Background: an optimization exercise with open tools, aiming at small area. Do not read the settings as production practice. Only simulation tests tie the RTL to the original design; equivalence was not proved. The clock input has no modelled driver; a real chip could not lean on it and would need a root buffer or a full tree. Power and IR drop assume default switching activity.

## step_tracker
module step_tracker(clk, rst, step, one_hz, disp_sel, si, steps_bcd, miles, half_mile, active_secs, seg, an);
input clk, rst, step, one_hz;
input [1:0] disp_sel;
output si;
output [15:0] steps_bcd;    
output [4:0] miles;         
output half_mile;           
output [3:0] active_secs;   
output reg [6:0] seg;       
output reg [3:0] an;        
wire [15:0] count;
wire [5:0] miles_reg;
tracker tracker_inst(clk, rst, step, one_hz, count, miles_reg, active_secs);
bcd bcd_inst(clk, rst, step, step & (&count), steps_bcd);
assign si = (count > 16'd9999);
assign miles = miles_reg[5:1];
assign half_mile = miles_reg[0];
reg [14:0] lfsr;
reg [1:0] k;
wire lz = (lfsr[13:0] == 14'd0);
always @(posedge clk or posedge rst)
  if (rst) begin
    lfsr <= 15'd0;
    k <= 2'd0;
  end else begin
    lfsr <= {lfsr[13:0], lfsr[14] ^ lfsr[13] ^ lz};
    if (lfsr[14] & lz) k <= k + 2'd1;
  end
reg [4:0] code;
always @(*) begin
  case (disp_sel)
    2'd0: case (k)
            2'd0: code = {1'b0, steps_bcd[3:0]};
            2'd1: code = {1'b0, steps_bcd[7:4]};
            2'd2: code = {1'b0, steps_bcd[11:8]};
            default: code = {1'b0, steps_bcd[15:12]};
  ...
For scale: ~77 flip-flops, roughly 44 I/O pins.
==> flow/config.mk <==
export PLATFORM = sky130hd
export DESIGN_NAME = step_tracker
export DESIGN_NICKNAME = step_tracker
export VERILOG_FILES = /design/flow/design.v
export SDC_FILE = /design/flow/constraint.sdc
export NUM_CORES = 4
export LEC_CHECK = 0
export CAP_MARGIN = 20
export CORE_MARGIN = 2
export CORE_UTILIZATION = 80
export PLACE_DENSITY = 0.9
export SLEW_MARGIN = 20
==> flow/constraint.sdc <==
create_clock -name core_clock -period 20.0 [get_ports {clk}]
set_input_delay 4.0000 -clock core_clock [delete_from_list [all_inputs] [get_ports {clk}]]
set_output_delay 4.0000 -clock core_clock [all_outputs]
set_load 0.01 [all_outputs]
standard.sh (not shown) runs the stock make flow with config.mk's settings and CLKGATE_MAP_FILE= SYNTH_SCRIPT=/design/flow/synth_recipe.tcl, a recipe that flattens the netlist after the stock synthesis.
==> flow/flow/run.sh <==
#!/bin/bash
# Layout flow: the standard flow (ORFS), with these changes to how it maps
# the design to cells:
#  - synthesis maps the logic with an area-oriented ABC script
#    (flow/abc_area.script) and without Yosys's full-adder extraction;
#  - ports are buffered with the smallest buffer, buf_1;
#  - in place of clock_tree_synthesis, the registers are split into
#    CLOCK_GROUPS groups of nearly equal size by position, each with one clock
#    buffer, which the clock port drives (flow/clock.tcl).
# Registers, their names and cell types are those of the standard synthesis.
set -euo pipefail
work=$(pwd)
rm -rf "$work/scripts"
cp -r "$FLOW_HOME/scripts" "$work/scripts"
cp "$work/flow/abc_area.script" "$work/scripts/abc_area.script"
sed -i 's|^log_cmd clock_tree_synthesis {\*}\$cts_args$|source $::env(OWN_CTS_TCL)|' "$work/scripts/cts.tcl"
grep -q OWN_CTS_TCL "$work/scripts/cts.tcl"
export SCRIPTS_DIR="$work/scripts"
export OWN_CTS_TCL="$work/flow/clock.tcl"
export CLOCK_BUFFER_CELL=sky130_fd_sc_hd__clkbuf_8
export CLOCK_GROUPS=4
export BUFFER_PORTS_ARGS="-buffer_cell sky130_fd_sc_hd__buf_1"

bash standard.sh SCRIPTS_DIR="$work/scripts" ABC_AREA=1 ADDER_MAP_FILE= synth > "$work/synth.log" 2>&1
bash standard.sh SCRIPTS_DIR="$work/scripts" > "$work/layout.log" 2>&1
==> flow/flow/abc_area.script <==
strash
&get -n
&deepsyn -T 20
&put
dch -f
amap
topo
stime -c
Other scripts of this flow, unchanged in this note and not shown: flow/flow/clock.tcl
The baseline passed the timing, DRC and antenna checks.
Then changed:
==> flow/flow/abc_area.script (replaced) <==
strash
&get -n
&deepsyn -T 30
&put
&get -n
&dch
&nf -R 1000
&put
topo
stime -c
--- a/flow/config.mk
+++ b/flow/config.mk
@@ -9,4 +9,4 @@
 export CORE_MARGIN = 2
-export CORE_UTILIZATION = 80
-export PLACE_DENSITY = 0.9
+export CORE_UTILIZATION = 65
+export PLACE_DENSITY = 0.8
 export SLEW_MARGIN = 20
Wire length went down by 20%.
Cell count went down by 5.3%.
Final area is about the same.
Worst hold slack improves by 18 ps.
Sequential power went down by about 7%.
Combinational power went down by 33%.
Fmax went up by 3.5%.
Via count went down by 12%.
Global-route usage went down by 12 points.
Sequential share of layout area stays flat.
Then changed:
==> flow/flow/abc_area.script (replaced) <==
strash
&get -n
&deepsyn -T 20
&put
dch -f
amap
topo
stime -c
Maximum frequency decreases by 1.6%.
Routed wire length increases by 1.1%.
Design area increases by 0.87%.
Final cell count increases by 9.7%.
Synthesized area increases by 0.73%.
Clock power stays flat.
Global-route usage decreases by 0.21 points.
Sequential power increases by about 6%.
In every run of this note, the design's own scripts or RTL, not TritonCTS, make the clock network.


Setup of main:
Starting RTL as in the previous note.
export LEC_CHECK = 0
export CAP_MARGIN = 20
export CORE_MARGIN = 2
export CORE_UTILIZATION = 65
export PLACE_DENSITY = 0.8
export SLEW_MARGIN = 20
create_clock -name core_clock -period 20.0 [get_ports {clk}]
==> flow/flow/run.sh <==
#!/bin/bash
# Layout flow: the standard flow (ORFS), with these changes to how it maps
# the design to cells:
#  - synthesis maps the logic with an area-oriented ABC script
#    (flow/abc_area.script) and without Yosys's full-adder extraction;
#  - ports are buffered with the smallest buffer, buf_1;
#  - in place of clock_tree_synthesis, the registers are split into
#    CLOCK_GROUPS groups by position, each with one clock buffer driven by the
#    clock port (flow/clock.tcl).
# Registers, their names and cell types are those of the standard synthesis.
set -euo pipefail
work=$(pwd)
rm -rf "$work/scripts"
cp -r "$FLOW_HOME/scripts" "$work/scripts"
cp "$work/flow/abc_area.script" "$work/scripts/abc_area.script"
sed -i 's|^log_cmd clock_tree_synthesis {\*}\$cts_args$|source $::env(OWN_CTS_TCL)|' "$work/scripts/cts.tcl"
grep -q OWN_CTS_TCL "$work/scripts/cts.tcl"
export SCRIPTS_DIR="$work/scripts"
export OWN_CTS_TCL="$work/flow/clock.tcl"
export CLOCK_BUFFER_CELL=sky130_fd_sc_hd__clkbuf_16
export CLOCK_GROUPS=3
export BUFFER_PORTS_ARGS="-buffer_cell sky130_fd_sc_hd__buf_1"

bash standard.sh SCRIPTS_DIR="$work/scripts" ABC_AREA=1 ADDER_MAP_FILE= synth > "$work/synth.log" 2>&1
bash standard.sh SCRIPTS_DIR="$work/scripts" > "$work/layout.log" 2>&1
Other scripts of this flow, unchanged in this note and not shown: flow/flow/abc_area.script, flow/flow/clock.tcl
main has completed all stages; timing, DRC and antenna checks passed.
--- input diff main..the feature branch ---
Settings: PLACE_DENSITY changed from 0.8 to 0.6; CORE_UTILIZATION changed from 65 to 40.
==> comparison <==
Going from main to the feature branch, setup slack of the critical path after layout shrinks by 52 ps. Taking main as the reference, in the feature branch combinational fraction of design power fell by 0.3 points, area growth from synthesis to layout has increased, sequential cell power essentially unchanged, total number of vias moved down, logic depth of the worst setup path including buffers has remained practically unchanged. The feature branch falls short of main in half-perimeter wire length after placement. Die span in y of the feature branch exceeds that of main by more than a quarter.
In every run of this note, the design's own scripts or RTL, not TritonCTS, make the clock network.


step_tracker, a different RTL version from the one above (not shown whole).
For scale: roughly 400 cells after synthesis, about 77 flip-flops, roughly 0.0041 mm2 of cells after synthesis.
clock: 20.0 ns
lec_check: 0
cap_margin: 20
core_margin: 2
core_utilization: 40
cts_buf_list: sky130_fd_sc_hd__clkbuf_8
cts_cluster_diameter: 100
cts_cluster_size: 40
place_density: 0.6
slew_margin: 20
run.sh (not shown) runs the stock make flow with config.mk's settings and CLKGATE_MAP_FILE= SYNTH_SCRIPT=/design/flow/synth_recipe.tcl, a recipe that flattens the netlist after the stock synthesis.
Stock flow here: none of the scripts above is used.
The first run completed with no timing, DRC or antenna violations.
Next try:
==> flow/flow/run.sh (new file) <==
#!/bin/bash
# Layout flow: the standard flow, with three changes to how it maps the
# design to cells:
#  - synthesis maps the logic with an area-oriented ABC script
#    (flow/abc_area.script) and without Yosys's full-adder extraction;
#  - ports are buffered with the smallest buffer, buf_1;
#  - CTS builds the clock tree from small clock buffers, without dummy loads.
# Registers, their names and cell types are those of the standard synthesis.
set -euo pipefail
work=$(pwd)
rm -rf "$work/scripts"
cp -r "$FLOW_HOME/scripts" "$work/scripts"
cp "$work/flow/abc_area.script" "$work/scripts/abc_area.script"

bash standard.sh SCRIPTS_DIR="$work/scripts" ABC_AREA=1 ADDER_MAP_FILE= synth > "$work/synth.log" 2>&1

export BUFFER_PORTS_ARGS="-buffer_cell sky130_fd_sc_hd__buf_1"
export CTS_ARGS="-sink_clustering_enable -repair_clock_nets -dont_use_dummy_load -buf_list sky130_fd_sc_hd__clkbuf_4 sky130_fd_sc_hd__clkbuf_8"
bash standard.sh > "$work/layout.log" 2>&1
==> flow/flow/abc_area.script (new file) <==
strash
&get -n
&deepsyn -T 20
&put
dch -f
amap
topo
stime -c
==> flow/standard.sh (new file) <==
#!/bin/bash
# synth_recipe.tcl (not shown) runs the flow's synth.tcl, then flattens the netlist and writes it again
# the make line also repeats each setting of config.mk as NAME=value (left out here)
make -C /OpenROAD-flow-scripts/flow DESIGN_CONFIG=/design/flow/config.mk WORK_HOME=/design/flow/orfs CLKGATE_MAP_FILE= SYNTH_SCRIPT=/design/flow/synth_recipe.tcl "${@:-finish}"
CTS_BUF_LIST = not set   (was sky130_fd_sc_hd__clkbuf_8)
CTS_CLUSTER_DIAMETER = not set   (was 100)
CTS_CLUSTER_SIZE = not set   (was 40)
removed: flow/run.sh
Outcome: Now the flow ended with an error in clock tree synthesis on STA-0564. Synthesized cell count shrinks by 8.3%. Synthesized area shrinks by 19%.
Next try:
--- a/flow/flow/run.sh
+++ b/flow/flow/run.sh
@@ -16,4 +16,4 @@
 
 export BUFFER_PORTS_ARGS="-buffer_cell sky130_fd_sc_hd__buf_1"
-export CTS_ARGS="-sink_clustering_enable -repair_clock_nets -dont_use_dummy_load -buf_list sky130_fd_sc_hd__clkbuf_4 sky130_fd_sc_hd__clkbuf_8"
+export CTS_ARGS="-sink_clustering_enable -repair_clock_nets -dont_use_dummy_load -sink_clustering_size 80 -sink_clustering_max_diameter 500 -buf_list {sky130_fd_sc_hd__clkbuf_8 sky130_fd_sc_hd__clkbuf_16}"
 bash standard.sh > "$work/layout.log" 2>&1
After rerunning: The changed run produced a clean layout; synthesized cell count decreases slightly; synthesized area stays flat.
Next try:
==> flow/run.sh (new file) <==
#!/bin/bash
# synth_recipe.tcl (not shown) runs the flow's synth.tcl, then flattens the netlist and writes it again
# the make line also repeats each setting of config.mk as NAME=value (left out here)
make -C /OpenROAD-flow-scripts/flow DESIGN_CONFIG=/design/flow/config.mk WORK_HOME=/design/flow/orfs CLKGATE_MAP_FILE= SYNTH_SCRIPT=/design/flow/synth_recipe.tcl finish
CTS_BUF_LIST = sky130_fd_sc_hd__clkbuf_4   (was not set)
removed: flow/flow/run.sh
removed: flow/flow/abc_area.script
removed: flow/standard.sh
Result:
- setup slack degrades by 0.27 ns
- synthesized cell count goes up by about 10%
- final area goes up by about 28%
- non-clock buffer count goes up by 1
- count of clock-buffer cells in the layout goes up by 2
- die area goes up by about 23%
- hold slack improves by 0.017 ns

-- what the ideal ports hide --
No port has a modelled driver above. Below, the same layouts with a new extraction and two added sets of constraints.
Step 1 assumes that a clkbuf_16 drives the clock port and a buf_2 every other input.
Step 2 moves the port delays by t, midway between the first and last clock arrival at a register: inputs arrive t later, outputs are due t later. That takes back most of the time a late clock gives input paths.
Three values: ideal, step 1, step 2; two values: the first two.
run	shift t [ns]	slack for setup (ns)	hold slack, ns	worst setup path at the end	worst register clock-pin slew, ns
the first run of note 1	0.222	9.130 / 9.108 / 9.108	0.352 / 0.352 / 0.352	input to output	0.12 / 0.12
the second run of note 1	0.218	9.500 / 9.476 / 9.476	0.370 / 0.370 / 0.370	input to output	0.11 / 0.11
the third run of note 1	0.220	9.334 / 9.314 / 9.314	0.368 / 0.368 / 0.368	input to output	0.12 / 0.12
main	0.213	9.314 / 9.294 / 9.294	0.380 / 0.380 / 0.380	input to output	0.10 / 0.10
the feature branch	0.217	9.262 / 9.241 / 9.241	0.361 / 0.361 / 0.361	input to output	0.11 / 0.11
the first run of note 3	0.371	9.277 / 9.250 / 9.250	0.354 / 0.354 / 0.354	input to output	0.08 / 0.08
the third run of note 3	0.355	9.542 / 9.506 / 9.506	0.348 / 0.348 / 0.348	input to output	0.09 / 0.09
the fourth run of note 3	0.441	9.275 / 9.248 / 9.248	0.365 / 0.365 / 0.365	input to output	0.12 / 0.12
After both steps setup and hold are still met in every run listed. For the third run of note 3, which loses most, drivers alone change the setup slack by -0.036 ns; drivers and shift together by -0.036 ns.
